Background: an optimization exercise with open tools, aiming at a short achievable clock period and few clock cycles. Do not read the settings as production practice. At most, simulation tests tie the RTL to the original design; equivalence was not proved. Function not checked in runs 1 to 4: the RTL went through the layout flow alone. In runs 1 and 2 the design's own scripts or RTL, not TritonCTS, make the clock network. No driver is modelled on the clock port, so clock power and skew are understated where the tree is cut down; a real chip needs a root buffer or a tree. No activity file was given, so power comes from the tool's default toggle rates.

**flow/config.mk**
```make
export PLATFORM = sky130hd
export DESIGN_NAME = top
export DESIGN_NICKNAME = top
export VERILOG_FILES = /design/flow/design.v
export SDC_FILE = /design/flow/constraint.sdc
export NUM_CORES = 8
export LEC_CHECK = 0
export CAP_MARGIN = 20
export CORE_MARGIN = 2
export CORE_UTILIZATION = 40
export SETUP_SLACK_MARGIN = 3.0
export SLEW_MARGIN = 20
```
**flow/constraint.sdc**
```tcl
create_clock -name core_clock -period 4.2 [get_ports {clk}]
set_input_delay 0.8400 -clock core_clock [delete_from_list [all_inputs] [get_ports {clk}]]
set_output_delay 0.8400 -clock core_clock [all_outputs]
set_load 0.01 [all_outputs]
```
**flow/design.v**
```verilog
`timescale 1ns / 1ps
module top (
    input logic clk,
    input logic reset,
    output logic [4:0] curr_inst_addr,
    input logic [15:0] curr_inst,
    output logic write_enable_dmem,
    output logic [3:0] write_addr_dmem,
    output logic [7:0] write_data_dmem,
    output logic halted
);
  logic [7:0] rf[16];
  logic [7:0] dm[16];
  logic [4:0] pc;
  logic halted_r;
  logic [31:0] bp_t;
  logic d_v, d_st, d_add, d_br, d_halt, d_wr, d_imm, d_pred;
  logic [7:0] d_k8;
  logic [3:0] d_dst, d_sta;
  logic [15:0] d_rb, d_dst_oh, d_sta_oh;
  logic d_fwm;
  logic [4:0] d_pc1, d_tgt, d_pc;
  logic [15:0] d_ra_r, d_rb_r, d_st_r;
  logic d_ra_s, d_ra_l, d_ra_w;
  logic d_rb_s, d_rb_l, d_rb_w;
  logic d_st_s, d_st_l, d_st_w, d_st_k;
  logic ex_wr, ex_add, ex_br, ex_pred;
  logic [3:0] ex_dst;
  logic [15:0] ex_we;   
  logic [7:0] ex_a, ex_b, ex_l;
  logic [4:0] ex_alt;   
  logic [4:0] ex_bpc;
  logic w_v;
  logic [15:0] w_we;
  logic [7:0] w_d;
  logic st_v;
  logic [3:0] st_a;
  logic [7:0] st_d;
  logic [15:0] st_we;   
  assign curr_inst_addr = pc;
  assign write_enable_dmem = st_v;
  assign write_addr_dmem = st_a;
  assign write_data_dmem = st_d;
  assign halted = halted_r;
  logic [7:0] sum, res;
  logic taken, mispredict;
  assign sum = ex_a + ex_b;
  assign res = ex_add ? sum : ex_l;
  assign taken = (ex_a == ex_b);
  assign mispredict = ex_br && (ex_pred ? !taken : taken);
  logic [7:0] a_n, b_n, s_n, dmb;
  always_comb begin
    a_n = (sum & {8{d_ra_s}}) | (ex_l & {8{d_ra_l}}) | (w_d & {8{d_ra_w}});
    b_n = (sum & {8{d_rb_s}}) | (ex_l & {8{d_rb_l}}) | (w_d & {8{d_rb_w}});
    s_n = (sum & {8{d_st_s}}) | (ex_l & {8{d_st_l}}) | (w_d & {8{d_st_w}}) | (d_k8 & {8{d_st_k}});
    dmb = 8'd0;
    for (int j = 0; j < 16; j++) begin
      a_n = a_n | (rf[j] & {8{d_ra_r[j]}});
      b_n = b_n | (rf[j] & {8{d_rb_r[j]}});
      s_n = s_n | (rf[j] & {8{d_st_r[j]}});
      dmb = dmb | (dm[j] & {8{d_rb[j]}});
    end
  end
  logic [7:0] m_n;
  assign m_n = d_fwm ? st_d : dmb;
  logic d_ok;
  assign d_ok = d_v && !mispredict;
  logic [2:0] op;
  logic imm;
  logic [3:0] rd, ra, rb;
  logic [7:0] k8;
  logic [4:0] tgt;
  assign op = curr_inst[15:13];
  assign imm = curr_inst[12];
  assign rd = curr_inst[11:8];
  assign ra = curr_inst[7:4];
  assign rb = curr_inst[3:0];
  assign k8 = curr_inst[7:0];
  assign tgt = curr_inst[12:8];
  logic is_st, is_ld, is_add, is_br, is_halt;
  assign is_st = (op == 3'b000);
  assign is_ld = (op == 3'b001);
  assign is_add = (op == 3'b010);
  assign is_br = (op == 3'b101);
  assign is_halt = (op == 3'b111);
  logic [15:0] ra_oh, rb_oh, rd_oh;
  always_comb
    for (int j = 0; j < 16; j++) begin
      ra_oh[j] = (ra == 4'(j));
      rb_oh[j] = (rb == 4'(j));
      rd_oh[j] = (rd == 4'(j));
    end
  logic f_wr;
  assign f_wr = is_ld || is_add;
  logic [3:0] dst, sta;
  assign dst = (is_ld && !imm) ? ra : rd;
  assign sta = imm ? rd : ra;
  logic ea, eb, wa, wb;
  assign ea = d_v && d_wr && (d_dst == ra);
  assign eb = d_v && d_wr && (d_dst == rb);
  assign wa = ex_wr && (ex_dst == ra);
  assign wb = ex_wr && (ex_dst == rb);
  logic pred;
  assign pred = (ra == rb) || bp_t[pc];
  logic f_ok;
  assign f_ok = !halted_r && !(d_v && d_halt) && !mispredict;
  logic [4:0] pc1;
  assign pc1 = pc + 5'd1;
  logic r0cap;
  logic cap;
  assign cap = !r0cap && (pc == 5'd0);
  logic take;
  assign take = is_br && pred && !halted_r;
  logic [4:0] pc_seq, pc_n;
  assign pc_seq = halted_r ? 5'd0 : pc1;
  assign pc_n = mispredict ? ex_alt : (take ? tgt : pc_seq);
  always_ff @(posedge clk)
    if (reset) begin
      r0cap <= cap;
      pc <= cap ? (is_br ? tgt : 5'd1) : 5'd0;
      halted_r <= cap && is_halt;
      d_v <= cap;
      ex_wr <= 1'b0;
      ex_br <= 1'b0;
      w_v <= 1'b0;
      st_v <= 1'b0;
      bp_t <= 32'd0;
    end else begin
      r0cap <= 1'b0;
      pc <= pc_n;
      if ((f_ok && is_halt && !(d_v && d_br)) || (d_ok && d_halt)) halted_r <= 1'b1;
      d_v <= f_ok;
      ex_wr <= d_ok && d_wr;
      ex_br <= d_ok && d_br;
      w_v <= ex_wr;
      st_v <= d_ok && d_st;
      if (ex_br) bp_t[ex_bpc] <= taken;
    end
  always_ff @(posedge clk) begin
    d_st <= is_st;
    d_add <= is_add;
    d_br <= is_br;
    d_halt <= is_halt;
    d_wr <= f_wr;
    d_imm <= imm;
    d_k8 <= k8;
    d_dst <= dst;
    d_sta <= sta;
    d_rb <= rb_oh;
    d_dst_oh <= (is_ld && !imm) ? ra_oh : rd_oh;
    d_sta_oh <= imm ? rd_oh : ra_oh;
    d_pred <= pred || reset;
    d_pc1 <= pc1;
    d_tgt <= tgt;
    d_pc <= pc;
    if (reset) begin
      d_ra_r <= 16'd0;
      d_rb_r <= 16'd0;
      d_st_r <= 16'd0;
      {d_ra_s, d_ra_l, d_ra_w} <= 3'b000;
      {d_rb_s, d_rb_l, d_rb_w} <= 3'b000;
      {d_st_s, d_st_l, d_st_w} <= 3'b000;
      d_st_k <= imm;
      d_fwm <= 1'b0;
    end else begin
      d_ra_r <= (ea || wa) ? 16'd0 : ra_oh;
      d_rb_r <= (eb || wb) ? 16'd0 : rb_oh;
      d_st_r <= (imm || eb || wb) ? 16'd0 : rb_oh;
      d_ra_s <= ea && d_add;
      d_ra_l <= ea && !d_add;
      d_ra_w <= !ea && wa;
      d_rb_s <= eb && d_add;
      d_rb_l <= eb && !d_add;
      d_rb_w <= !eb && wb;
      d_st_s <= !imm && eb && d_add;
      d_st_l <= !imm && eb && !d_add;
      d_st_w <= !imm && !eb && wb;
      d_st_k <= imm;
      d_fwm <= d_v && d_st && (d_sta == rb);
    end
  end
  always_ff @(posedge clk) begin
    ex_add <= d_add;
    ex_dst <= d_dst;
    ex_we <= d_dst_oh;
    ex_a <= a_n;
    ex_b <= b_n;
    ex_l <= d_imm ? d_k8 : m_n;
    ex_pred <= d_pred;
    ex_alt <= d_pred ? d_pc1 : d_tgt;
    ex_bpc <= d_pc;
    st_a <= d_sta;
    st_we <= d_sta_oh;
    st_d <= s_n;
  end
  always_ff @(posedge clk) begin
    w_we <= ex_we;
    w_d <= res;
  end
  always_ff @(posedge clk)
    for (int i = 0; i < 16; i++)
      if (reset) rf[i] <= 8'd0;
      else if (w_v && w_we[i]) rf[i] <= w_d;
  always_ff @(posedge clk)
    for (int i = 0; i < 16; i++)
      if (reset) dm[i] <= 8'd0;
      else if (st_v && st_we[i]) dm[i] <= st_d;
endmodule
```
**flow/flow/run.sh**
```bash
#!/bin/bash
# Own flow: the standard layout (standard.sh) with two changes:
#  - the clock tree is built by flow/pre_cts.tcl (a two-level balanced tree)
#    instead of TritonCTS;
#  - full- and half-adder cells are added to DONT_USE_CELLS (flow/dont_use.txt
#    is the platform's list plus those), so abc maps adders as plain gates.
# Every tool's output goes to the ORFS logs under orfs/logs and to standard.log.
set -euo pipefail
export PRE_CTS_TCL="$PWD/flow/pre_cts.tcl"
du="$(tr '\n' ' ' < flow/dont_use.txt)"
sed "s|\"\${@:-finish}\"|DONT_USE_CELLS=\"$du\" \"\${@:-finish}\"|" standard.sh > standard_nofa.sh
bash standard_nofa.sh ${FLOW_STANDARD_TARGETS:-} > standard.log 2>&1
```
**flow/flow/dont_use.txt**
```
sky130_fd_sc_hd__probe_p_8
sky130_fd_sc_hd__probec_p_8
sky130_fd_sc_hd__lpflow_bleeder_1
sky130_fd_sc_hd__lpflow_clkbufkapwr_1
sky130_fd_sc_hd__lpflow_clkbufkapwr_16
sky130_fd_sc_hd__lpflow_clkbufkapwr_2
sky130_fd_sc_hd__lpflow_clkbufkapwr_4
sky130_fd_sc_hd__lpflow_clkbufkapwr_8
sky130_fd_sc_hd__lpflow_clkinvkapwr_1
sky130_fd_sc_hd__lpflow_clkinvkapwr_16
sky130_fd_sc_hd__lpflow_clkinvkapwr_2
sky130_fd_sc_hd__lpflow_clkinvkapwr_4
sky130_fd_sc_hd__lpflow_clkinvkapwr_8
sky130_fd_sc_hd__lpflow_decapkapwr_12
sky130_fd_sc_hd__lpflow_decapkapwr_3
sky130_fd_sc_hd__lpflow_decapkapwr_4
sky130_fd_sc_hd__lpflow_decapkapwr_6
sky130_fd_sc_hd__lpflow_decapkapwr_8
sky130_fd_sc_hd__lpflow_inputiso0n_1
sky130_fd_sc_hd__lpflow_inputiso0p_1
sky130_fd_sc_hd__lpflow_inputiso1n_1
sky130_fd_sc_hd__lpflow_inputiso1p_1
sky130_fd_sc_hd__lpflow_inputisolatch_1
sky130_fd_sc_hd__lpflow_isobufsrc_1
sky130_fd_sc_hd__lpflow_isobufsrc_16
sky130_fd_sc_hd__lpflow_isobufsrc_2
sky130_fd_sc_hd__lpflow_isobufsrc_4
sky130_fd_sc_hd__lpflow_isobufsrc_8
sky130_fd_sc_hd__lpflow_isobufsrckapwr_16
sky130_fd_sc_hd__lpflow_lsbuf_lh_hl_isowell_tap_1
sky130_fd_sc_hd__lpflow_lsbuf_lh_hl_isowell_tap_2
sky130_fd_sc_hd__lpflow_lsbuf_lh_hl_isowell_tap_4
sky130_fd_sc_hd__lpflow_lsbuf_lh_isowell_4
sky130_fd_sc_hd__lpflow_lsbuf_lh_isowell_tap_1
sky130_fd_sc_hd__lpflow_lsbuf_lh_isowell_tap_2
sky130_fd_sc_hd__lpflow_lsbuf_lh_isowell_tap_4
sky130_fd_sc_hd__fill_1
sky130_fd_sc_hd__fill_2
sky130_fd_sc_hd__fill_4
sky130_fd_sc_hd__fill_8
sky130_fd_sc_hd__fa_1
sky130_fd_sc_hd__fa_2
sky130_fd_sc_hd__fa_4
sky130_fd_sc_hd__ha_1
sky130_fd_sc_hd__ha_2
sky130_fd_sc_hd__ha_4
```
**flow/flow/mycts.tcl**
```tcl
# Manual two-level clock tree: R root buffers driven by the clock port, each driving
# some of K leaf buffers; each leaf buffer drives a cluster of flip-flops (capacitated k-means).
proc mycts_kmeans {xs ys K cap} {
  set n [llength $xs]
  set cx {}; set cy {}
  set idx [lsort -real -indices $xs]
  for {set k 0} {$k < $K} {incr k} {
    set i [lindex $idx [expr {int(($k + 0.5) * $n / $K)}]]
    lappend cx [lindex $xs $i]; lappend cy [lindex $ys $i]
  }
  for {set iter 0} {$iter < 40} {incr iter} {
    set cnt [lrepeat $K 0]
    set asg [lrepeat $n -1]
    set pairs {}
    for {set i 0} {$i < $n} {incr i} {
      set x [lindex $xs $i]; set y [lindex $ys $i]
      for {set k 0} {$k < $K} {incr k} {
        set dx [expr {$x-[lindex $cx $k]}]; set dy [expr {$y-[lindex $cy $k]}]
        lappend pairs [list [expr {$dx*$dx+$dy*$dy}] $i $k]
      }
    }
    set pairs [lsort -real -index 0 $pairs]
    set left $n
    foreach p $pairs {
      lassign $p d i k
      if {[lindex $asg $i] >= 0} continue
      if {[lindex $cnt $k] >= $cap} continue
      lset asg $i $k
      lset cnt $k [expr {[lindex $cnt $k]+1}]
      incr left -1
      if {$left == 0} break
    }
    set sx [lrepeat $K 0.0]; set sy [lrepeat $K 0.0]
    for {set i 0} {$i < $n} {incr i} {
      set k [lindex $asg $i]
      lset sx $k [expr {[lindex $sx $k] + [lindex $xs $i]}]
      lset sy $k [expr {[lindex $sy $k] + [lindex $ys $i]}]
    }
    for {set k 0} {$k < $K} {incr k} {
      set c [lindex $cnt $k]
      if {$c > 0} {
        lset cx $k [expr {[lindex $sx $k] / $c}]
        lset cy $k [expr {[lindex $sy $k] / $c}]
      }
    }
  }
  return [list $asg $cx $cy $cnt]
}

proc mycts_build {K R leafm rootm} {
  set db [ord::get_db]
  set block [ord::get_db_block]
  set clknet [$block findNet clk]
  set sinks [$clknet getITerms]
  set n [llength $sinks]
  set xs {}; set ys {}
  foreach it $sinks {
    set bb [[$it getInst] getBBox]
    lappend xs [expr {([$bb xMin]+[$bb xMax])/2.0}]
    lappend ys [expr {([$bb yMin]+[$bb yMax])/2.0}]
  }
  lassign [mycts_kmeans $xs $ys $K [expr {int(ceil(1.1 * $n / $K))}]] asg cx cy cnt
  lassign [mycts_kmeans $cx $cy $R [expr {int(ceil(1.0 * $K / $R))}]] rasg rx ry rcnt
  puts "MYCTS sinks $n leaves $K roots $R leafcounts $cnt rootcounts $rcnt"
  set lm [$db findMaster $leafm]
  set rm [$db findMaster $rootm]
  set rnets {}
  for {set r 0} {$r < $R} {incr r} {
    set b [odb::dbInst_create $block $rm "clkroot_$r"]
    $b setLocation [expr {int([lindex $rx $r])}] [expr {int([lindex $ry $r])}]
    $b setPlacementStatus PLACED
    [$b findITerm A] connect $clknet
    set rn [odb::dbNet_create $block "clkroot_net_$r"]
    $rn setSigType CLOCK
    [$b findITerm X] connect $rn
    lappend rnets $rn
  }
  set lnets {}
  for {set k 0} {$k < $K} {incr k} {
    set b [odb::dbInst_create $block $lm "clkleaf_$k"]
    $b setLocation [expr {int([lindex $cx $k])}] [expr {int([lindex $cy $k])}]
    $b setPlacementStatus PLACED
    [$b findITerm A] connect [lindex $rnets [lindex $rasg $k]]
    set ln [odb::dbNet_create $block "clkleaf_net_$k"]
    $ln setSigType CLOCK
    [$b findITerm X] connect $ln
    lappend lnets $ln
  }
  for {set i 0} {$i < $n} {incr i} {
    set it [lindex $sinks $i]
    $it disconnect
    $it connect [lindex $lnets [lindex $asg $i]]
  }
  $clknet setSigType CLOCK
}
```
**flow/flow/pre_cts.tcl**
```tcl
# PRE_CTS_TCL hook: replace TritonCTS with a two-level balanced clock tree
# (4 root buffers on the clock port, each driving about 6 leaf buffers, each
# leaf buffer driving a cluster of about 21 flip-flops; see mycts.tcl).
source [file join [file dirname [info script]] mycts.tcl]
rename clock_tree_synthesis orig_clock_tree_synthesis
proc clock_tree_synthesis {args} {
  mycts_build 24 4 sky130_fd_sc_hd__clkbuf_16 sky130_fd_sc_hd__clkbuf_16
}
```
**flow/standard.sh**
```bash
#!/bin/bash
# synth_recipe.tcl (not shown) runs the flow's synth.tcl, then flattens the netlist and writes it again
# the make line also repeats each setting of config.mk as NAME=value (left out here)
make -C /OpenROAD-flow-scripts/flow DESIGN_CONFIG=/design/flow/config.mk WORK_HOME=/design/flow/orfs CLKGATE_MAP_FILE= SYNTH_SCRIPT=/design/flow/synth_recipe.tcl "${@:-finish}"
```
==> results of run 1 <==
[state kept, by name (all words and copies together), names as in the netlist, 8 cells and up]
| signal | cells |
|---|---|
| d_rb_r | 16 |
| d_rb | 16 |
| ex_b | 8 |
| st_d | 8 |
| ex_a | 8 |
| ex_l | 8 |
| dm | 128 |
| d_dst_oh | 16 |
| ex_we | 16 |
| rf | 128 |
| d_sta_oh | 16 |
| d_ra_r | 16 |
| d_k8 | 8 |
| st_we | 16 |
| w_we | 16 |
| d_st_r | 16 |
| bp_t | 32 |
| w_d | 8 |
[synthesized netlist by cell type (all sizes together), types with 3 or more instances]
library cell  number  area (um^2)
nor3b              3         22.5
nand3            344         1720
o31ai              8         60.1
nand4             45          282
mux4               6          135
a222oi            15          150
nor2b             23          144
inv                9         33.8
mux2              20          225
a211oi             5         37.5
o21a               3         22.5
dfxtp            550        11000
xor2              27          236
a221oi            45          394
nor4               4         25.0
xnor2             18          158
or2                4         25.0
mux2i             18          180
a21oi            285         1430
buf               45          198
nand2            376         1410
and2               3         20.0
nor2              98          370
a211o             16          140
clkbuf           206          773
o21ai             54          285
a22oi            163         1230
maj3               3         30.0
o22ai              3         18.8
and3              12         75.1
nand2b            13         81.3
a2111oi            8         70.1
a22o              44          385
nor3              34          186
[what timing repair did]
item,4_1_cts,5_1_grt
gates resized for setup,677,273
buffers inserted,154,38
hold buffers,0,0
endpoints found under the setup margin,494,460
gates cloned,68,11
pin swaps,124,76
[area by class of cell]
class / count / area (um^2) / area share (%)
diodes: 1 / 2.50 / 0.00803
plain buffers: 28 / 701 / 2.25
inverters: 9 / 33.8 / 0.108
multi-input cells: 1729 / 13200 / 42.2
flip-flops and latches: 551 / 11300 / 36.2
well taps: 696 / 871 / 2.80
repair buffers: 326 / 5120 / 16.5
[kinds of logic after synthesis]
logic type,Yosys count,synth area share [%]
DFF,551,50.7
xor gates and xnor gates,45,1.81
buffers and inverters,260,4.62
and+or+nand+nor,966,20.3
muxes,44,2.48
AOI/OAI and AO/OA,661,19.9
adders and majority gates,3,0.138
[through the flow]
| stage | hold slack [ns] | power [mW] |
|---|---|---|
| floorplan | 0.310 | 6.03 |
| global placement | 0.311 | 6.19 |
| detailed placement | 0.312 | 6.19 |
| CTS | 0.312 | 8.84 |
| global route | 0.292 | 9.85 |
| finish | 0.295 | 9.64 |
[power by group]
group          switching [mW]  leakage (nW)  internal, mW
Combinational           0.644          5.65         0.598
Clock                    1.66         0.345          1.21
Sequential              0.211          4.53          5.32
Total                    2.51          10.5          7.13
[per-layer routing]
| metal | part of all wire (%) | GRT usage, % | wire, um |
|---|---|---|---|
| met4 | 4.8 | 11.5 | 5270 |
| met3 | 12 | 9.60 | 13000 |
| met5 | 0.024 | 0 | 27 |
| met2 | 42 | 53.0 | 45900 |
| met1 | 42 | 52.9 | 46300 |
[worst paths after layout]
path / start / end
setup / recovery: ex_a[0] / halted_r
hold / removal: d_dst_oh[5] / ex_we[5]
setup reg to reg: ex_a[0] / halted_r
hold reg to reg: d_dst_oh[5] / ex_we[5]
[cells in the final DEF, fill, tap and decap left out, types with 20 or more instances in the layout]
cell	netlist	layout
a21oi_2	0	258
nor2_4	0	31
a22oi_1	162	159
buf_12	0	54
buf_6	1	96
a22o_1	44	43
nand2_1	375	322
nor2_1	97	50
nand3_2	0	36
nand4_1	45	45
clkbuf_16	0	36
nand2_4	0	20
nand3_1	344	291
a221oi_1	45	26
buf_4	0	84
dfxtp_1	550	441
dfxtp_2	0	75
o21ai_2	1	23
dfxtp_4	0	34
buf_16	0	67
nand2_2	1	22
==> qor.yml, run 1 <==
die_area_um2: 56300
min_path_cells: 0
crit_family: "simple AND/OR/NAND/NOR gates"
yosysWarnings: 3
slew_headroom_pct: 26.4
finalHoldViolations: 0
synthArstFlopShare_pct: 0
postPlaceCellArea_um2: 23700
timing.final.ws_setup_ns: 1.90
final_core_util_pct: 57.9
clkTransAtPathRegs_ns: 0.10
synthesis.nets: 2548
cp_num_buf_inv: 2
tns_ns: 0
start_util_pct: 40.4
ios: 37
startpoint_type: "register"
post-route-min-period_ns: 2.30
nets: 2663
insertion_delay_ns: 0.38
critPathRequiredTime_ns: 4.29
core_um2: 53800
drive_gt1_share_pct: 40.8
maxCapViolations: 0
rrSetupSlack_ns: 1.90
avgRoutedWirePerCell_um: 33.1
path_depth: 7
design_area_um2: 31200
grt_use_total_pct: 36.6
synth-seq-cells: 551
grt_pass1_wl_mm: 152
worst_pin_slew_ns: 1.10
route.vias.total: 22180
synth_ff_type: "dfxtp_1"
worst-r2r-cell-count: 7
synthCells: 2530
syn2layout_area_growth_pct: 43.1
fmax_ghz: 0.435
dp_hpwl_mm: 64.5
dr.pass1.iters: 8
route.detailed.drc: 0
crit_fanout: 3
ir_drop_uv: 320
synth_edf_count: 1
path_cells: "xor2_4 > or4_4 > o21a_4 > o21ai_4 > buf_4 > buf_6 > a21o_1"
slew_violations: 0
wl_mm: 111
ys_seq_area_share_pct: 50.7
arrival_ns: 2.39
ant_nets: 0
crit_path_max_incr_delay_ns: 0.64
hold_class: "reg -> reg"
gp_congestion: 1.02
nFillCells: 4322
grt-ovfl-total: 0
row_count: 85
grt_max_degree: 60
crit_path_end_kind: "register"
yosysUniqueCellTypes: 65
skew_ns: 0.0506
dp_cells: 3040
grt_pass1_vias: 20578
die_w_um: 237
rsz0062_at_grt: "yes"
chipHeight_um: 237
via_per_inst: 6.64
cpMaxStageDelayCell: "or4_4"
numPortBuffers: 36
dp_slack_ns: 1.08
p_per_area_nw_per_um2: 309
finalNonFillerCells: 3340
status: "complete, no violations"
netlist_area_um2: 21800
setup_viol: 0
antenna_found_initial: 5
timing.final.crit_share_pct: 54.8
drt_first_iter_violations: 3337
worstSetupPathType: "reg -> reg"
p_leak_nw: 10.5
syn_avg_cell_area_um2: 8.60
==> run 2: changes to the inputs <==
==> flow/design.v (replaced) <==
`timescale 1ns / 1ps
module top (
    input logic clk,
    input logic reset,
    output logic [4:0] curr_inst_addr,
    input logic [15:0] curr_inst,
    output logic write_enable_dmem,
    output logic [3:0] write_addr_dmem,
    output logic [7:0] write_data_dmem,
    output logic halted
);
  function automatic logic [7:0] ks_add(input logic [7:0] a, input logic [7:0] b);
    logic [7:0] g, p, gg, pp, gn, pn;
    g = a & b;
    p = a ^ b;
    gg = g;
    pp = p;
    for (int d = 1; d < 8; d = d * 2) begin
      gn = gg;
      pn = pp;
      for (int i = d; i < 8; i++) begin
        gn[i] = gg[i] | (pp[i] & gg[i-d]);
        pn[i] = pp[i] & pp[i-d];
      end
      gg = gn;
      pp = pn;
    end
    ks_add = p ^ {gg[6:0], 1'b0};
  endfunction
  logic [7:0] rf[16];
  logic [7:0] dm[16];
  logic [4:0] pc;
  logic [31:0] pc_oh;   
  logic halted_r;
  logic [31:0] bp_t;
  logic d_v, d_st, d_add, d_br, d_halt, d_wr, d_imm, d_pred;
  logic [7:0] d_k8;
  logic [3:0] d_dst, d_sta;
  logic [15:0] d_ra, d_rb, d_dst_oh, d_sta_oh;
  logic d_fwa, d_fwb, d_fwm, d_wfa, d_wfb;
  logic [4:0] d_pc1, d_tgt;
  logic [31:0] d_bpc;
  logic ex_wr, ex_add, ex_br, ex_pred;
  logic [3:0] ex_dst;
  logic [15:0] ex_we;   
  logic [7:0] ex_a, ex_b, ex_l;
  logic [4:0] ex_alt;   
  logic [31:0] ex_alt_oh;
  logic [31:0] ex_bpc;   
  logic w_v;
  logic [3:0] w_dst;
  logic [15:0] w_we;
  logic [7:0] w_d;
  logic st_v;
  logic [3:0] st_a;
  logic [7:0] st_d;
  logic [15:0] st_we;   
  assign curr_inst_addr = pc;
  assign write_enable_dmem = st_v;
  assign write_addr_dmem = st_a;
  assign write_data_dmem = st_d;
  assign halted = halted_r;
  logic [7:0] sum, res;
  logic taken, mispredict;
  assign sum = ks_add(ex_a, ex_b);
  assign res = ex_add ? sum : ex_l;
  assign taken = (ex_a == ex_b);
  assign mispredict = ex_br && (ex_pred ? !taken : taken);
  logic [7:0] rfa, rfb, dmb;
  always_comb begin
    rfa = 8'd0;
    rfb = 8'd0;
    dmb = 8'd0;
    for (int j = 0; j < 16; j++) begin
      rfa = rfa | (rf[j] & {8{d_ra[j]}});
      rfb = rfb | (rf[j] & {8{d_rb[j]}});
      dmb = dmb | (dm[j] & {8{d_rb[j]}});
    end
  end
  logic [7:0] a_n, b_n, m_n;
  assign a_n = d_fwa ? res : d_wfa ? w_d : rfa;
  assign b_n = d_fwb ? res : d_wfb ? w_d : rfb;
  assign m_n = d_fwm ? st_d : dmb;
  logic d_ok;
  assign d_ok = d_v && !mispredict;
  logic [2:0] op;
  logic imm;
  logic [3:0] rd, ra, rb;
  logic [7:0] k8;
  logic [4:0] tgt;
  assign op = curr_inst[15:13];
  assign imm = curr_inst[12];
  assign rd = curr_inst[11:8];
  assign ra = curr_inst[7:4];
  assign rb = curr_inst[3:0];
  assign k8 = curr_inst[7:0];
  assign tgt = curr_inst[12:8];
  logic is_st, is_ld, is_add, is_br, is_halt;
  assign is_st = (op == 3'b000);
  assign is_ld = (op == 3'b001);
  assign is_add = (op == 3'b010);
  assign is_br = (op == 3'b101);
  assign is_halt = (op == 3'b111);
  logic [15:0] ra_oh, rb_oh, rd_oh;
  always_comb
    for (int j = 0; j < 16; j++) begin
      ra_oh[j] = (ra == 4'(j));
      rb_oh[j] = (rb == 4'(j));
      rd_oh[j] = (rd == 4'(j));
    end
  logic f_wr;
  assign f_wr = is_ld || is_add;
  logic [3:0] dst, sta;
  assign dst = (is_ld && !imm) ? ra : rd;
  assign sta = imm ? rd : ra;
  logic pred;
  assign pred = (ra == rb) || ((pc_oh & bp_t) != 32'd0);
  logic f_ok;
  assign f_ok = !halted_r && !(d_v && d_halt) && !mispredict;
  logic [4:0] pc1;
  assign pc1 = pc + 5'd1;
  logic r0cap;
  logic cap;
  assign cap = !r0cap && (pc == 5'd0);
  logic take;
  assign take = is_br && pred && !halted_r;
  logic [4:0] pc_seq, pc_alt, pc_n;
  assign pc_seq = halted_r ? 5'd0 : pc1;
  assign pc_alt = ex_alt;
  assign pc_n = mispredict ? pc_alt : (take ? tgt : pc_seq);
  function automatic logic [31:0] oh32(input logic [4:0] v);
    oh32 = 32'd1 << v;
  endfunction
  logic [31:0] oh_seq, oh_alt, oh_tgt, pc_oh_n;
  assign oh_seq = halted_r ? 32'd1 : {pc_oh[30:0], pc_oh[31]};
  assign oh_alt = ex_alt_oh;
  assign oh_tgt = oh32(tgt);
  assign pc_oh_n = mispredict ? oh_alt : (take ? oh_tgt : oh_seq);
  always_ff @(posedge clk)
    if (reset) begin
      r0cap <= cap;
      pc <= cap ? (is_br ? tgt : 5'd1) : 5'd0;
      pc_oh <= cap ? (is_br ? oh_tgt : 32'd2) : 32'd1;
      halted_r <= cap && is_halt;
      d_v <= cap;
      ex_wr <= 1'b0;
      ex_br <= 1'b0;
      w_v <= 1'b0;
      st_v <= 1'b0;
      bp_t <= 32'd0;
    end else begin
      r0cap <= 1'b0;
      pc <= pc_n;
      pc_oh <= pc_oh_n;
      if ((f_ok && is_halt && !(d_v && d_br)) || (d_ok && d_halt)) halted_r <= 1'b1;
      d_v <= f_ok;
      ex_wr <= d_ok && d_wr;
      ex_br <= d_ok && d_br;
      w_v <= ex_wr;
      st_v <= d_ok && d_st;
      if (ex_br) bp_t <= taken ? (bp_t | ex_bpc) : (bp_t & ~ex_bpc);
    end
  always_ff @(posedge clk) begin
    d_st <= is_st;
    d_add <= is_add;
    d_br <= is_br;
    d_halt <= is_halt;
    d_wr <= f_wr;
    d_imm <= imm;
    d_k8 <= k8;
    d_dst <= dst;
    d_sta <= sta;
    d_ra <= ra_oh;
    d_rb <= rb_oh;
    d_dst_oh <= (is_ld && !imm) ? ra_oh : rd_oh;
    d_sta_oh <= imm ? rd_oh : ra_oh;
    d_pred <= pred || reset;
    d_pc1 <= pc1;
    d_tgt <= tgt;
    d_bpc <= pc_oh;
    d_fwa <= !reset && d_v && d_wr && (d_dst == ra);
    d_fwb <= !reset && d_v && d_wr && (d_dst == rb);
    d_fwm <= !reset && d_v && d_st && (d_sta == rb);
    d_wfa <= !reset && ex_wr && (ex_dst == ra);
    d_wfb <= !reset && ex_wr && (ex_dst == rb);
  end
  always_ff @(posedge clk) begin
    ex_add <= d_add;
    ex_dst <= d_dst;
    ex_we <= d_dst_oh;
    ex_a <= a_n;
    ex_b <= b_n;
    ex_l <= d_imm ? d_k8 : m_n;
    ex_pred <= d_pred;
    ex_alt <= d_pred ? d_pc1 : d_tgt;
    ex_alt_oh <= d_pred ? oh32(d_pc1) : oh32(d_tgt);
    ex_bpc <= d_bpc;
    st_a <= d_sta;
    st_we <= d_sta_oh;
    st_d <= d_imm ? d_k8 : b_n;
  end
  always_ff @(posedge clk) begin
    w_dst <= ex_dst;
    w_we <= ex_we;
    w_d <= res;
  end
  always_ff @(posedge clk)
    for (int i = 0; i < 16; i++)
      if (reset) rf[i] <= 8'd0;
      else if (w_v && w_we[i]) rf[i] <= w_d;
  always_ff @(posedge clk)
    for (int i = 0; i < 16; i++)
      if (reset) dm[i] <= 8'd0;
      else if (st_v && st_we[i]) dm[i] <= st_d;
endmodule
==> qor.yml, run 2 <==
status: "complete, no violations"
route.vias.total: 22109
crit_family: "simple AND/OR/NAND/NOR gates"
start_util_pct: 40.5
crit_path_end_kind: "register"
min_path_cells: 0
rsz0062_at_grt: "yes"
yosysUniqueCellTypes: 57
hold_class: "reg -> reg"
ant_nets: 0
r2r-start: "ex_a[5]"
tns_ns: 0
worstSetupPathType: "reg -> reg"
synthArstFlopShare_pct: 0
cp_num_buf_inv: 0
grt_pass1_vias: 20601
critPathRequiredTime_ns: 4.48
yosysWarnings: 3
arrival_ns: 2.97
dp_hpwl_mm: 54.8
nFillCells: 4799
synth_ff_type: "dfxtp_1"
finalHoldViolations: 0
p_per_area_nw_per_um2: 324
ff_latch_area_um2: 12900
ios: 37
synthAdderAreaFrac_pct: 0
cp-endpoint: "pc_oh[2]"
crit_fanout: 7
drive_gt1_share_pct: 40.3
gp_congestion: 0.914
cpMaxStageDelayCell: "or4_4"
dp_cells: 3240
crit_path_start: "ex_a[5]"
setup_viol: 0
synth_top_family_by_area: "simple AND/OR/NAND/NOR gates"
clkTransAtPathRegs_ns: 0.11
syn2layout_area_growth_pct: 41.8
nets: 2817
final_core_util_pct: 57.4
r2r-end: "pc_oh[2]"
crit_path_max_incr_delay_ns: 0.58
worst-r2r-cell-count: 7
synthSimpleGateAreaFrac_pct: 18.8
mostFrequentLayoutCell: "dfxtp_1"
insertion_delay_ns: 0.39
synth_compound_area_share_pct: 18.5
via_per_inst: 6.21
ir_drop_uv: 292
skew_ns: 0.0445
timing.final.crit_share_pct: 63.9
yosysTopAreaCell: "dfxtp_1"
core_um2: 57700
grt-ovfl-total: 0
synth_most_common_cell: "dfxtp_1"
rrSetupSlack_ns: 1.52
die_w_um: 246
netlist_area_um2: 23400
ys_seq_area_share_pct: 54.2
synthCells: 2644
p_leak_nw: 11.7
cp_common_cell: "xor2_4"
wl_mm: 96.1
synth_xor_area_share_pct: 1.68
synthTopCellsByCount: "dfxtp_1 (631), nand2_1 (470), nand3_1 (323)"
die_area_um2: 60400
antenna_found_initial: 3
grt_max_degree: 72
syn_avg_cell_area_um2: 8.84
row_count: 88
path_cells: "xor2_4 > or4_4 > nor2_8 > xor2_4 > a211o_4 > or3_4 > o211ai_1"
yosysTopAreaCellShare_pct: 54.1
totalPowerFinal_mw: 10.7
drt_first_iter_violations: 2685
slew_headroom_pct: 12.7
fmax_ghz: 0.372
numPortBuffers: 36
avgRoutedWirePerCell_um: 27.0
largestRegisters: "dm (128), rf (128)"
path_depth: 7
finalNonFillerCells: 3563
holdWs_ns: 0.321
synthMuxAreaShare_pct: 2.18
layout_common_cells: "dfxtp_1 (554), nand2_1 (404), nand3_1 (312)"
synth_edf_count: 1
slew_violations: 0
synth_area_leaders: "dfxtp_1 (54%), nand2_1 (7.6%), nand3_1 (6.9%)"
worst_pin_slew_ns: 1.31
dr.pass1.iters: 5
route.detailed.drc: 0
chipHeight_um: 246
grt_pass1_wl_mm: 134
post-route-min-period_ns: 2.68
grt_use_total_pct: 29.0
maxCapViolations: 0
synthesis.nets: 2662
multi_input_area_um2: 13200
synth-seq-cells: 632
startpoint_type: "register"
-- run 2: cell types whose count changed after synthesis, moves of 27 or more --
cell | previous run | this run
a221oi_1 | 45 | 83
dfxtp_1 | 550 | 631
a21oi_1 | 285 | 312
nand2_1 | 375 | 470
inv_1 | 9 | 38
a22oi_1 | 162 | 60
a22o_1 | 44 | 82
-- run 2: metal layers --
metal,up-vias,routed length (um),GRT usage [%]
li1,9656,-,-
met1,10863,39200,40.1
met2,1295,42100,44.4
met3,293,10100,5.29
met4,2,4710,12.1
met5,-,7,0
-- run 2: timing repair --
item / in CTS / in global routing
hold buffers: 0 / 0
pin swaps: 92 / 104
endpoints found under the hold margin: 0 / 0
setup endpoints to repair: 525 / 493
buffers inserted: 144 / 92
gates cloned: 39 / 19
gates resized for setup: 785 / 395
-- run 2: stage by stage --
stage / setup WS [ns] / instance area, um^2
after detailed placement: 0.416 / 24900
after global routing: 1.50 / 33100
after global placement: 0.0880 / 24900
after CTS: 1.36 / 30200
after floorplan: 1.79 / 25100
final: 1.52 / 33100
-- run 2: worst min path at each step --
stage,slack [ns],endpoint,from
floorplan,0.31,ex_add,d_add
global placement,0.31,ex_bpc[17],d_bpc[17]
detailed placement,0.31,ex_we[6],d_dst_oh[6]
CTS,0.31,ex_we[6],d_dst_oh[6]
global route,0.33,w_we[8],ex_we[8]
finish,0.32,ex_we[13],d_dst_oh[13]
-- run 2: power breakdown --
group | total (mW) | switching (mW) | leakage (nW) | internal (mW)
Combinational | 1.36 | 0.726 | 6.21 | 0.639
Clock | 3.03 | 1.81 | 0.345 | 1.21
Sequential | 6.34 | 0.219 | 5.17 | 6.12
Total | 10.7 | 2.76 | 11.7 | 7.97
-- run 2: cells by family after synthesis --
family	Yosys count
flip-flops	632
XOR/XNOR	43
multiplexers	49
buffers and inverters	280
AO/OA/AOI/OAI	653
AND/OR/NAND/NOR	987
-- run 2: worst reg2reg max path: stages, from the launching register on --
cell and delay, ns:
dfxtp_4 0.38, xor2_4 0.19, or4_4 0.58, nor2_8 0.23, xor2_4 0.14, a211o_4 0.40
or3_4 0.45, o211ai_1 0.23
-- run 2: cell type report --
type / count / area share (%)
multi-input cells: 1736 / 39.9
flip-flops and latches: 632 / 38.9
repair buffers: 362 / 15.7
well taps: 765 / 2.89
plain buffers: 28 / 2.11
inverters: 39 / 0.487
diodes: 1 / 0.00755
==> run 3: changes to the inputs <==
==> flow/design.v (replaced) <==
`timescale 1ns / 1ps
module top (
    input logic clk,
    input logic reset,
    output logic [4:0] curr_inst_addr,
    input logic [15:0] curr_inst,
    output logic write_enable_dmem,
    output logic [3:0] write_addr_dmem,
    output logic [7:0] write_data_dmem,
    output logic halted
);
  logic [7:0] rf[16];
  logic [7:0] dm[16];
  logic [4:0] pc;
  logic halted_r;
  logic [31:0] bp_v, bp_t;
  logic ex_wr, ex_add, ex_br, ex_pred;
  logic [3:0] ex_rd;
  logic [7:0] ex_a, ex_b, ex_l;
  logic [4:0] ex_alt, ex_bpc;
  logic st_v;
  logic [3:0] st_a;
  logic [7:0] st_d;
  assign curr_inst_addr = pc;
  assign write_enable_dmem = st_v;
  assign write_addr_dmem = st_a;
  assign write_data_dmem = st_d;
  assign halted = halted_r;
  logic [7:0] res;
  logic taken, mispredict;
  assign res = ex_add ? ex_a + ex_b : ex_l;
  assign taken = (ex_a == ex_b);
  assign mispredict = ex_br & (taken != ex_pred);
  logic [2:0] op;
  logic imm;
  logic [3:0] rd, ra, rb;
  logic [7:0] k8;
  logic [4:0] tgt;
  assign op = curr_inst[15:13];
  assign imm = curr_inst[12];
  assign rd = curr_inst[11:8];
  assign ra = curr_inst[7:4];
  assign rb = curr_inst[3:0];
  assign k8 = curr_inst[7:0];
  assign tgt = curr_inst[12:8];
  logic f_ok;
  assign f_ok = !halted_r && !mispredict;
  logic is_st, is_ld, is_add, is_br, is_halt;
  assign is_st = (op == 3'b000);
  assign is_ld = (op == 3'b001);
  assign is_add = (op == 3'b010);
  assign is_br = (op == 3'b101);
  assign is_halt = (op == 3'b111);
  logic [7:0] a_n, b_n, m_n;
  assign a_n = (ex_wr && ex_rd == ra) ? res : rf[ra];
  assign b_n = (ex_wr && ex_rd == rb) ? res : rf[rb];
  assign m_n = (st_v && st_a == rb) ? st_d : dm[rb];
  logic [4:0] pc1;
  assign pc1 = pc + 5'd1;
  logic pred;
  assign pred = (ra == rb) || (bp_v[pc] ? bp_t[pc] : (tgt <= pc));
  logic [4:0] pc_n;
  always_comb
    if (mispredict) pc_n = ex_alt;
    else if (halted_r || is_halt) pc_n = pc;
    else if (is_br && pred) pc_n = tgt;
    else pc_n = pc1;
  always_ff @(posedge clk)
    if (reset) begin
      pc <= 5'd0;
      halted_r <= 1'b0;
      ex_wr <= 1'b0;
      ex_br <= 1'b0;
      st_v <= 1'b0;
      bp_v <= 32'd0;
    end else begin
      pc <= pc_n;
      if (f_ok && is_halt) halted_r <= 1'b1;
      ex_wr <= f_ok && ((is_ld) || is_add);
      ex_br <= f_ok && is_br;
      st_v <= f_ok && is_st;
      if (ex_br) begin
        bp_v[ex_bpc] <= 1'b1;
      end
    end
  always_ff @(posedge clk) begin
    ex_add <= is_add;
    ex_rd <= (is_ld && !imm) ? ra : rd;
    ex_a <= a_n;
    ex_b <= b_n;
    ex_l <= imm ? k8 : m_n;
    ex_pred <= pred;
    ex_alt <= pred ? pc1 : tgt;
    ex_bpc <= pc;
    st_a <= imm ? rd : ra;
    st_d <= imm ? k8 : b_n;
    if (ex_br) bp_t[ex_bpc] <= taken;
  end
  always_ff @(posedge clk)
    if (reset) begin
      for (int i = 0; i < 16; i++) rf[i] <= 8'd0;
    end else if (ex_wr) rf[ex_rd] <= res;
  always_ff @(posedge clk)
    if (reset) begin
      for (int i = 0; i < 16; i++) dm[i] <= 8'd0;
    end else if (st_v) dm[st_a] <= st_d;
endmodule
==> flow/run.sh (new file) <==
#!/bin/bash
# synth_recipe.tcl (not shown) runs the flow's synth.tcl, then flattens the netlist and writes it again
# the make line also repeats each setting of config.mk as NAME=value (left out here)
make -C /OpenROAD-flow-scripts/flow DESIGN_CONFIG=/design/flow/config.mk WORK_HOME=/design/flow/orfs CLKGATE_MAP_FILE= SYNTH_SCRIPT=/design/flow/synth_recipe.tcl finish
--- a/flow/config.mk
+++ b/flow/config.mk
@@ -8,5 +8,5 @@
 export CAP_MARGIN = 20
 export CORE_MARGIN = 2
 export CORE_UTILIZATION = 40
-export SETUP_SLACK_MARGIN = 3.0
+export SETUP_SLACK_MARGIN = 2.0
 export SLEW_MARGIN = 20
removed: flow/flow/run.sh
removed: flow/flow/dont_use.txt
removed: flow/flow/mycts.tcl
removed: flow/flow/pre_cts.tcl
removed: flow/standard.sh
==> qor.yml, run 3 <==
ios: 37
skew_ns: 0.0189
ys_seq_area_share_pct: 56.4
cp_num_buf_inv: 1
switching_share_pct: 28.4
syn2layout_area_growth_pct: 26.1
clock-sinks: 381
yosysTopAreaCell: "edfxtp_1"
row_count: 79
status: "complete, no violations"
timing.final.crit_share_pct: 60.9
totalPowerFinal_mw: 10.3
fmax_ghz: 0.391
avgRoutedWirePerCell_um: 26.2
drive_gt1_share_pct: 36.6
slew_headroom_pct: 52.3
cts_tree: "built"
dr.pass1.iters: 5
grt_use_total_pct: 23.4
antenna_cells: 0
largestRegisters: "dm (128), rf (128)"
design_area_um2: 23500
crit_path_max_incr_delay_ns: 0.48
critPathRequiredTime_ns: 4.66
clkPwrFrac_pct: 36.2
synthCells: 1395
crit_family: "multiplexers"
gp_congestion: 0.919
rrSetupSlack_ns: 1.64
start_util_pct: 40.3
grt_max_degree: 46
clockRootBuffer: "clkbuf_16"
cts_htree_levels: 2
worst_pin_slew_ns: 0.710
startpoint_type: "register"
cpMaxStageDelayCell: "mux4_2"
final_core_util_pct: 50.8
cts_hold_buffers: 0
worst-r2r-cell-count: 8
pwr-share-comb_pct: 21.0
core_um2: 46300
yosysWarnings: 1
mostFrequentLayoutCell: "edfxtp_1"
crit_fanout: 5
syn_avg_cell_area_um2: 13.4
grt_pass1_vias: 12454
die_area_um2: 48400
numPortBuffers: 36
tns_ns: 0
chipHeight_um: 220
nets: 1549
cts_buffers: 43
via_per_inst: 5.88
synth-seq-cells: 381
power.switching_mw: 2.94
synthTopCellsByCount: "edfxtp_1 (288), nor2_1 (205), and2_1 (135)"
synth_area_leaders: "edfxtp_1 (46%), mux4_2 (16%), dfxtp_1 (10%)"
nFillCells: 3921
antenna_found_initial: 6
insertion_delay_ns: 0.58
yosysUniqueCellTypes: 66
grt-ovfl-total: 0
netlist_area_um2: 18600
synth_ff_type: "edfxtp_1"
worstSetupPathType: "reg -> reg"
synth_edf_count: 288
route.vias.total: 12676
wl_mm: 56.3
maxCapViolations: 0
setup_viol: 0
internal_power_mw: 7.41
path_depth: 8
rsz0062_at_grt: "yes"
path_cells: "clkbuf_16 > mux4_2 > mux2_4 > nand3_2 > and4_4 > mux2i_2 > and2_4 > mux2_4"
slew_violations: 0
hold_class: "reg -> reg"
finalHoldViolations: 0
ant_nets: 0
arrival_ns: 3.02
p_leak_nw: 8.40
p_seq_share_pct: 42.8
route.detailed.drc: 0
crit_path_end_kind: "register"
synth_most_common_cell: "edfxtp_1"
post-route-min-period_ns: 2.56
synthArstFlopShare_pct: 0
drt_first_iter_violations: 1282
grt_pass1_wl_mm: 82.7
cp_common_cell: "mux2_4"
min_path_cells: 2
synthesis.nets: 1430
p_per_area_nw_per_um2: 440
layout_common_cells: "edfxtp_1 (288), nor2_1 (171), and2_1 (134)"
clkTransAtPathRegs_ns: 0.06
dp_hpwl_mm: 35.3
postPlaceCellArea_um2: 19900
ir_drop_uv: 354
die_w_um: 220
clk_path_buf_depth: 3
yosysTopAreaCellShare_pct: 46.4
run 3: cell types whose count changed in the layout (fill, tap and decap cells not counted), moves of 80 or more:
cell / delta
nand3_1: -297
mux4_2: +130
nor2_1: +141
dfxtp_1: -489
and2_1: +134
a22o_1: -80
edfxtp_1: +287
nand2_1: -363
a21oi_2: -258
run 3: routing by layer:
| metal | wire (um) | GRT usage, % |
|---|---|---|
| met1 | 23500 | 32.3 |
| met2 | 26600 | 36.9 |
| met3 | 4000 | 3.57 |
| met4 | 2230 | 9.96 |
| met5 | 19 | 0 |
run 3: final timing paths:
check / to / startpoint
max: ex_alt[2] / pc[1]
min: bp_v[12] / bp_v[12]
max reg2reg: ex_alt[2] / pc[1]
min reg2reg: bp_v[12] / bp_v[12]
run 3: layout make-up:
class / count / area, um^2 / area share (%)
clock buffer: 65 / 1290 / 5.49
clock inverter: 13 / 95.1 / 0.405
inverter: 34 / 133 / 0.564
multi-input combinational: 888 / 8670 / 36.9
sequential: 381 / 10600 / 45.0
tap: 607 / 759 / 3.23
timing repair buffer: 166 / 1990 / 8.45
run 3: metrics by stage:
step           setup WS (ns)  std cells  hold slack (ns)
2_1_floorplan           1.50       1395            0.390
3_3_place_gp           0.814       1981            0.442
3_5_place_dp           0.803       1981            0.456
4_1_cts                 1.70       2124            0.469
5_1_grt                 1.61       2154            0.499
6_report                1.64       2154            0.462
run 3: worst register-to-register path, cell delays in order, from the launching register on:
cell and delay [ns]:
dfxtp_4 0.39, clkbuf_16 0.16, mux4_2 0.48, mux2_4 0.29, nand3_2 0.06, and4_4 0.26, mux2i_2 0.27, and2_4 0.24
mux2_4 0.31
run 3: power by group through the flow:
stage          logic [mW]  registers (mW)  clock network, mW
4_1_cts              1.91            4.42               3.77
6_report             2.17            4.43               3.75
2_1_floorplan        1.09            4.40                  0
3_5_place_dp         1.48            4.52                  0
3_3_place_gp         1.46            4.52                  0
5_1_grt              2.29            4.45               3.91
run 3: repair_timing:
action / in CTS / in global routing
pin swaps: 24 / 54
setup buffers: 57 / 26
gates resized for setup: 184 / 158
cloned: 8 / 4
endpoints found under the setup margin: 313 / 259
run 3: kinds of logic after synthesis:
logic type	count (synthesis)	share of synthesized area [%]
adder cells (fa/ha/maj)	17	1.18
XOR/XNOR	26	1.22
AND/OR/NAND/NOR	495	13.2
buffers and inverters	126	2.81
multiplexers	215	20.9
flip-flops	381	56.4
AO/OA/AOI/OAI	135	4.35
==> run 4: changes to the inputs <==
--- a/flow/design.v
+++ b/flow/design.v
@@ -13,11 +13,11 @@
   logic [7:0] dm[16];
   logic [4:0] pc;
   logic halted_r;
-  logic [31:0] bp_v, bp_t;
+  logic [31:0] bp_t;
   logic ex_wr, ex_add, ex_br, ex_pred;
   logic [3:0] ex_rd;
   logic [7:0] ex_a, ex_b, ex_l;
-  logic [4:0] ex_alt, ex_bpc;
+  logic [4:0] ex_pc1, ex_tgt, ex_bpc;
   logic st_v;
   logic [3:0] st_a;
   logic [7:0] st_d;
@@ -58,10 +58,10 @@
   logic [4:0] pc1;
   assign pc1 = pc + 5'd1;
   logic pred;
-  assign pred = (ra == rb) || (bp_v[pc] ? bp_t[pc] : (tgt <= pc));
+  assign pred = (ra == rb) || bp_t[pc];
   logic [4:0] pc_n;
   always_comb
-    if (mispredict) pc_n = ex_alt;
+    if (mispredict) pc_n = ex_pred ? ex_pc1 : ex_tgt;
     else if (halted_r || is_halt) pc_n = pc;
     else if (is_br && pred) pc_n = tgt;
     else pc_n = pc1;
@@ -72,16 +72,14 @@
       ex_wr <= 1'b0;
       ex_br <= 1'b0;
       st_v <= 1'b0;
-      bp_v <= 32'd0;
+      bp_t <= 32'd0;
     end else begin
       pc <= pc_n;
       if (f_ok && is_halt) halted_r <= 1'b1;
       ex_wr <= f_ok && ((is_ld) || is_add);
       ex_br <= f_ok && is_br;
       st_v <= f_ok && is_st;
-      if (ex_br) begin
-        bp_v[ex_bpc] <= 1'b1;
-      end
+      if (ex_br) bp_t[ex_bpc] <= taken;
     end
   always_ff @(posedge clk) begin
     ex_add <= is_add;
@@ -90,11 +88,11 @@
     ex_b <= b_n;
     ex_l <= imm ? k8 : m_n;
     ex_pred <= pred;
-    ex_alt <= pred ? pc1 : tgt;
+    ex_pc1 <= pc1;
+    ex_tgt <= tgt;
     ex_bpc <= pc;
     st_a <= imm ? rd : ra;
     st_d <= imm ? k8 : b_n;
-    if (ex_br) bp_t[ex_bpc] <= taken;
   end
   always_ff @(posedge clk)
     if (reset) begin
--- a/flow/config.mk
+++ b/flow/config.mk
@@ -5,8 +5,9 @@
 export SDC_FILE = /design/flow/constraint.sdc
 export NUM_CORES = 8
 export LEC_CHECK = 0
+export ABC_CLOCK_PERIOD_IN_PS = 1500
 export CAP_MARGIN = 20
 export CORE_MARGIN = 2
 export CORE_UTILIZATION = 40
-export SETUP_SLACK_MARGIN = 2.0
+export SETUP_SLACK_MARGIN = 3.0
 export SLEW_MARGIN = 20
==> qor.yml, run 4 <==
status: "complete, no violations"
wl_mm: 55.7
row_count: 75
syn2layout_area_growth_pct: 43.2
synthAdderAreaFrac_pct: 0.919
slew_headroom_pct: 40.2
p_leak_nw: 8.82
die_w_um: 211
slew_violations: 0
synth_xor_area_share_pct: 1.53
cts_tree: "built"
drive_gt1_share_pct: 52.6
yosysTopAreaCell: "edfxtp_1"
switching_share_pct: 28.2
yosysTopAreaCellShare_pct: 44.8
synth_compound_area_share_pct: 3.71
startpoint_type: "register"
dp_hpwl_mm: 31.7
final_core_util_pct: 58.3
finalHoldViolations: 0
synth-seq-cells: 354
clockRootBuffer: "clkbuf_16"
maxCapViolations: 0
finalNonFillerCells: 2081
post-route-min-period_ns: 2.25
rsz0062_at_grt: "yes"
clkPwrFrac_pct: 36.7
dp_slack_ns: 0.956
design_area_um2: 24600
route.detailed.drc: 0
yosysWarnings: 1
synthCells: 1276
hold_class: "reg -> reg"
critPathRequiredTime_ns: 4.53
grt_max_degree: 50
pwr-share-comb_pct: 21.7
layout_common_cells: "edfxtp_1 (256), mux4_2 (126), and2_1 (107)"
die_area_um2: 44500
grt_pass1_vias: 11970
chipHeight_um: 211
skew_ns: 0.0144
power.switching_mw: 2.75
nets: 1539
ios: 37
timing.final.ws_setup_ns: 1.95
yosysUniqueCellTypes: 60
via_per_inst: 5.85
cts_htree_levels: 2
drt_first_iter_violations: 1151
setup_viol: 0
drt-met1-wl_mm: 23.1
met2_length_mm: 26.5
p_per_area_nw_per_um2: 397
antenna_found_initial: 1
synth_edf_count: 256
synth_area_leaders: "edfxtp_1 (45%), mux4_2 (16%), dfxtp_1 (11%)"
nFillCells: 3125
synth_ff_type: "edfxtp_1"
clk_path_buf_depth: 3
grt-ovfl-total: 0
grt_pass1_wl_mm: 80.3
clkTransAtPathRegs_ns: 0.06
gp_congestion: 0.895
tns_ns: 0
arrival_ns: 2.58
ys_seq_area_share_pct: 56.3
worst_pin_slew_ns: 0.888
synth_top_family_by_area: "multiplexers"
synthMuxAreaShare_pct: 20.4
top_layer: "met4"
worstSetupPathType: "reg -> reg"
crit_path_end_kind: "register"
mostFrequentLayoutCell: "edfxtp_1"
netlist_area_um2: 17100
dr.pass1.iters: 5
ant_nets: 0
dp_cells: 1785
synthesis.nets: 1306
timing.final.crit_share_pct: 53.5
syn_avg_cell_area_um2: 13.4
largestRegisters: "dm (128), rf (128), bp_t (32)"
antenna_cells: 0
crit_fanout: 8
grt_use_total_pct: 24.8
clock-sinks: 354
insertion_delay_ns: 0.57
route.vias.total: 12175
internal_power_mw: 6.99
ir_drop_uv: 287
fmax_ghz: 0.445
wl_met3_mm: 4.49
cts_buffers: 41
synth_most_common_cell: "edfxtp_1"
numPortBuffers: 36
p_seq_share_pct: 41.6
synthTopCellsByCount: "edfxtp_1 (256), nor2_1 (200), and2_1 (128)"
avgRoutedWirePerCell_um: 26.8
postPlaceCellArea_um2: 18900
synthSimpleGateAreaFrac_pct: 14.6
start_util_pct: 40.7
core_um2: 42100
synthArstFlopShare_pct: 0
[run 4: cell types whose count changed after synthesis, moves of 16 or more]
| cell | change |
|---|---|
| mux2_1 | -25 |
| nand2b_1 | +18 |
| or2_2 | +16 |
| edfxtp_1 | -32 |
| nand2_1 | -20 |
| o21ai_1 | -40 |
[run 4: power groups by stage]
stage | Combinational, mW | Sequential [mW] | Clock (mW)
floorplan | 0.924 | 4.06 | 0
global placement | 1.16 | 4.18 | 0
detailed placement | 1.17 | 4.19 | 0
CTS | 1.83 | 4.05 | 3.61
global route | 2.20 | 4.06 | 3.76
finish | 2.11 | 4.05 | 3.58
[run 4: stage by stage]
step / hold WS, ns / total power, mW
after global routing: 0.502 / 10.0
after global placement: 0.444 / 5.35
after detailed placement: 0.444 / 5.36
after floorplan: 0.379 / 4.98
final: 0.474 / 9.74
after CTS: 0.473 / 9.49
[run 4: area by class of cell]
class                      count  area, um^2  share of cell area [%]
clock buffer                  59        1170                    4.78
timing repair buffer         274        3610                    14.7
inverter                      25         100                   0.407
tap                          539         674                    2.75
multi-input combinational    813        9100                    37.0
clock inverter                17         158                   0.642
sequential                   354        9750                    39.7
[run 4: path summary, 6_finish.rpt]
path                    to  slack (ns)  cells past startpoint  startpoint
hold / removal     bp_t[5]        0.47                      2     bp_t[5]
setup / recovery  rf[5][6]        1.95                     11     ex_a[0]
hold reg to reg    bp_t[5]        0.47                      2     bp_t[5]
setup reg to reg  rf[5][6]        1.95                     11     ex_a[0]
[run 4: timing repair]
action                                  in CTS  in global routing
hold buffers                                 0                  0
buffers inserted                           151                 50
cloned                                      15                  4
endpoints found under the setup margin     615                611
pin swaps                                   81                 85
gates resized for setup                    378                239
[run 4: cell families after synthesis]
logic type | count (synthesis)
xor+xnor | 30
compound gates | 91
flops | 354
buf+inv | 109
mux | 185
fa+ha+maj | 12
simple gates | 495
[run 4: critical path, cell delays in order (launching register included)]
cell     delay (ns)
dfxtp_4        0.37
ha_4           0.14
inv_2          0.03
fa_2           0.33
nor2b_1        0.12
o21a_1         0.19
o21ai_4        0.09
and3_4         0.17
nor3_4         0.18
buf_6          0.17
buf_16         0.16
nor2_2         0.04
[run 4: routing by layer]
metal  vias to the layer above  GRT usage, %
met5                         -             0
met4                         0          6.78
met3                       102          4.86
met2                       535          39.9
met1                      6285          34.5
li1                       5253             -
==> run 5: changes to the inputs <==
--- a/flow/design.v
+++ b/flow/design.v
@@ -59,40 +59,48 @@
   assign pc1 = pc + 5'd1;
   logic pred;
   assign pred = (ra == rb) || bp_t[pc];
+  logic r0cap;
+  logic cap;
+  assign cap = !r0cap && (pc == 5'd0);
   logic [4:0] pc_n;
   always_comb
     if (mispredict) pc_n = ex_pred ? ex_pc1 : ex_tgt;
-    else if (halted_r || is_halt) pc_n = pc;
+    else if (halted_r || is_halt) pc_n = 5'd0;
     else if (is_br && pred) pc_n = tgt;
     else pc_n = pc1;
+  logic [4:0] pc_cap;
+  assign pc_cap = is_br ? tgt : 5'd1;
   always_ff @(posedge clk)
     if (reset) begin
-      pc <= 5'd0;
-      halted_r <= 1'b0;
-      ex_wr <= 1'b0;
+      r0cap <= cap;
+      pc <= cap ? pc_cap : 5'd0;
+      halted_r <= cap && is_halt;
+      ex_wr <= cap && (is_ld || is_add);
       ex_br <= 1'b0;
-      st_v <= 1'b0;
+      st_v <= cap && is_st;
       bp_t <= 32'd0;
     end else begin
+      r0cap <= 1'b0;
       pc <= pc_n;
       if (f_ok && is_halt) halted_r <= 1'b1;
-      ex_wr <= f_ok && ((is_ld) || is_add);
+      ex_wr <= f_ok && (is_ld || is_add);
       ex_br <= f_ok && is_br;
       st_v <= f_ok && is_st;
       if (ex_br) bp_t[ex_bpc] <= taken;
     end
   always_ff @(posedge clk) begin
-    ex_add <= is_add;
+    ex_add <= is_add && !reset;
     ex_rd <= (is_ld && !imm) ? ra : rd;
     ex_a <= a_n;
     ex_b <= b_n;
-    ex_l <= imm ? k8 : m_n;
+    if (reset) ex_l <= (imm && !is_add) ? k8 : 8'd0;
+    else ex_l <= imm ? k8 : m_n;
     ex_pred <= pred;
     ex_pc1 <= pc1;
     ex_tgt <= tgt;
     ex_bpc <= pc;
     st_a <= imm ? rd : ra;
-    st_d <= imm ? k8 : b_n;
+    st_d <= imm ? k8 : (reset ? 8'd0 : b_n);
   end
   always_ff @(posedge clk)
     if (reset) begin
--- a/flow/config.mk
+++ b/flow/config.mk
@@ -5,7 +5,6 @@
 export SDC_FILE = /design/flow/constraint.sdc
 export NUM_CORES = 8
 export LEC_CHECK = 0
-export ABC_CLOCK_PERIOD_IN_PS = 1500
 export CAP_MARGIN = 20
 export CORE_MARGIN = 2
 export CORE_UTILIZATION = 40
==> qor.yml, run 5 <==
synth_ff_type: "edfxtp_1"
grt_pass1_wl_mm: 84.1
setup_viol: 0
grt-ovfl-total: 0
slew_headroom_pct: 33.8
maxCapViolations: 0
synth_most_common_cell: "edfxtp_1"
totalPowerFinal_mw: 10.5
synthTopCellsByCount: "edfxtp_1 (257), nor2_1 (178), and2_1 (131)"
p_per_area_nw_per_um2: 418
synth-seq-cells: 355
switching_share_pct: 30.2
yosysTopAreaCellShare_pct: 44.4
post-route-min-period_ns: 2.45
ios: 37
tns_ns: 0
clk_path_buf_depth: 3
route.vias.total: 12777
syn_avg_cell_area_um2: 12.8
chipHeight_um: 212
ant_nets: 0
internal_power_mw: 7.35
crit_path_end_kind: "register"
clock-sinks: 355
finalNonFillerCells: 2207
cts_htree_levels: 2
power.switching_mw: 3.19
antenna_found_initial: 1
start_util_pct: 40.4
avgRoutedWirePerCell_um: 26.3
clkPwrFrac_pct: 32.9
skew_ns: 0.0277
fmax_ghz: 0.409
startpoint_type: "register"
dp_hpwl_mm: 31.0
rsz0062_at_grt: "yes"
yosysUniqueCellTypes: 61
arrival_ns: 2.94
yosysTopAreaCell: "edfxtp_1"
yosysWarnings: 1
netlist_area_um2: 17400
die_w_um: 212
via_per_inst: 5.79
grt_pass1_vias: 12945
insertion_delay_ns: 0.56
route.detailed.drc: 0
die_area_um2: 45100
worstSetupPathType: "reg -> reg"
p_seq_share_pct: 39.8
synthesis.nets: 1388
drt_first_iter_violations: 1114
numPortBuffers: 36
finalHoldViolations: 0
synth_area_leaders: "edfxtp_1 (44%), mux4_2 (16%), dfxtp_1 (11%)"
grt_use_total_pct: 25.4
row_count: 76
min_path_cells: 1
ir_drop_uv: 282
dr.pass1.iters: 5
hold_class: "in -> reg"
timing.final.crit_share_pct: 58.2
synthCells: 1357
nFillCells: 3249
cts_hold_buffers: 0
synth_edf_count: 257
drive_gt1_share_pct: 53.5
gp_congestion: 0.811
wl_mm: 58.1
timing.final.ws_setup_ns: 1.75
nets: 1620
grt_max_degree: 36
critPathRequiredTime_ns: 4.69
dp_slack_ns: 1.00
syn2layout_area_growth_pct: 45.1
cts_buffers: 40
slew_violations: 0
ys_seq_area_share_pct: 55.7
status: "complete, no violations"
mostFrequentLayoutCell: "edfxtp_1"
layout_common_cells: "edfxtp_1 (257), mux4_2 (122), nor2_1 (100)"
core_um2: 43000
p_leak_nw: 9.33
clkTransAtPathRegs_ns: 0.07
cts_tree: "built"
worst_pin_slew_ns: 0.992
dp_cells: 1909
worst-r2r-cell-count: 8
clockRootBuffer: "clkbuf_16"
synthArstFlopShare_pct: 0
pwr-share-comb_pct: 27.3
crit_fanout: 5
largestRegisters: "dm (128), rf (128), bp_t (32)"
holdWs_ns: 0.434
[run 5: power groups by stage]
stage	logic, mW	clock network, mW	registers [mW]
finish	2.88	3.46	4.20
global route	3.03	3.62	4.21
CTS	2.54	3.48	4.18
detailed placement	1.69	0	4.35
global placement	1.66	0	4.35
floorplan	1.42	0	4.16
[run 5: critical path, stage by stage, from the launching register on]
cell	delay, ns
dfxtp_1	0.40
ha_4	0.25
or3_4	0.42
or4_4	0.55
nand3_4	0.14
buf_4	0.12
nand4_1	0.12
or2_4	0.28
nand4_1	0.09
[run 5: kinds of logic after synthesis]
group | share of synthesized area [%]
multiplexers | 18.3
AO/OA/AOI/OAI | 4.91
buffers and inverters | 2.90
AND/OR/NAND/NOR | 15.9
flip-flops | 55.7
adder cells (fa/ha/maj) | 0.980
XOR/XNOR | 1.31
[run 5: cell type report]
| cell class | count | area, um^2 | share of cell area [%] |
|---|---|---|---|
| clock buffer | 62 | 1150 | 4.55 |
| tap | 585 | 732 | 2.91 |
| clock inverter | 12 | 120 | 0.477 |
| inverter | 38 | 151 | 0.601 |
| antenna | 1 | 2.50 | 0.00993 |
| multi-input combinational | 880 | 9520 | 37.8 |
| timing repair buffer | 274 | 3740 | 14.8 |
| sequential | 355 | 9780 | 38.8 |
[run 5: routing by layer]
layer	share of wire, %	track usage [%]	vias to the layer above
li1	-	-	5524
met1	39	32.7	6552
met2	51	43.6	525
met3	6.1	3.84	176
met4	4.3	9.09	0
met5	0	0	-
[run 5: worst paths after layout]
path	slack, ns	endpoint	start
max reg2reg	1.75	pc[1]	ex_a[3]
max	1.75	pc[1]	ex_a[3]
min	0.43	ex_tgt[4]	curr_inst[12]
min reg2reg	0.48	bp_t[5]	bp_t[5]
[run 5: per-stage QoR]
stage | area, um^2 | utilization (%)
after floorplan | 18800 | -
after global placement | 19200 | 44.7
after detailed placement | 19200 | 44.7
after CTS | 23900 | 55.6
after global routing | 25200 | 58.6
final | 25200 | 58.6
[run 5: repair_timing]
item	4_1_cts	5_1_grt
setup endpoints to repair	618	615
buffers inserted	163	34
gates resized for setup	445	274
gates cloned	24	2
pin swaps	76	75
Testbench counts of run 5, summed over its fixed seeds: cycles 23,671.

separate check: timing with driven ports:
Ports are ideal in the flow. The routed layouts listed here were re-timed in OpenROAD.
Step 1, drivers: a clkbuf_16 drives clk and a buf_2 each remaining input, both assumed.
Step 2 moves the port delays by t, midway between the first and last clock arrival at a register: inputs arrive t later, outputs are due t later. That takes back most of the time a late clock gives input paths.
Slacks: ideal ports / drivers / drivers and shift; pairs: ideal ports / drivers.
run | t (ns) | slack for setup (ns) | hold WS [ns] | worst slew at a driven data input, ns
run 1 | 0.495 | 1.899 / 1.899 / 1.638 | 0.295 / 0.295 / 0.295 | 0.79
run 2 | 0.506 | 1.515 / 1.515 / 1.178 | 0.321 / 0.321 / 0.321 | 0.47
run 3 | 0.621 | 1.640 / 1.640 / 1.131 | 0.462 / 0.462 / 0.462 | 0.27
run 4 | 0.624 | 1.952 / 1.946 / 1.322 | 0.474 / 0.474 / 0.474 | 0.25
run 5 | 0.603 | 1.754 / 1.754 / 1.282 | 0.434 / 0.444 / 0.481 | 0.27
After both steps every run listed still meets setup and hold. For run 4, which loses most, drivers alone change the setup slack by -0.006 ns; drivers and shift together by -0.630 ns.
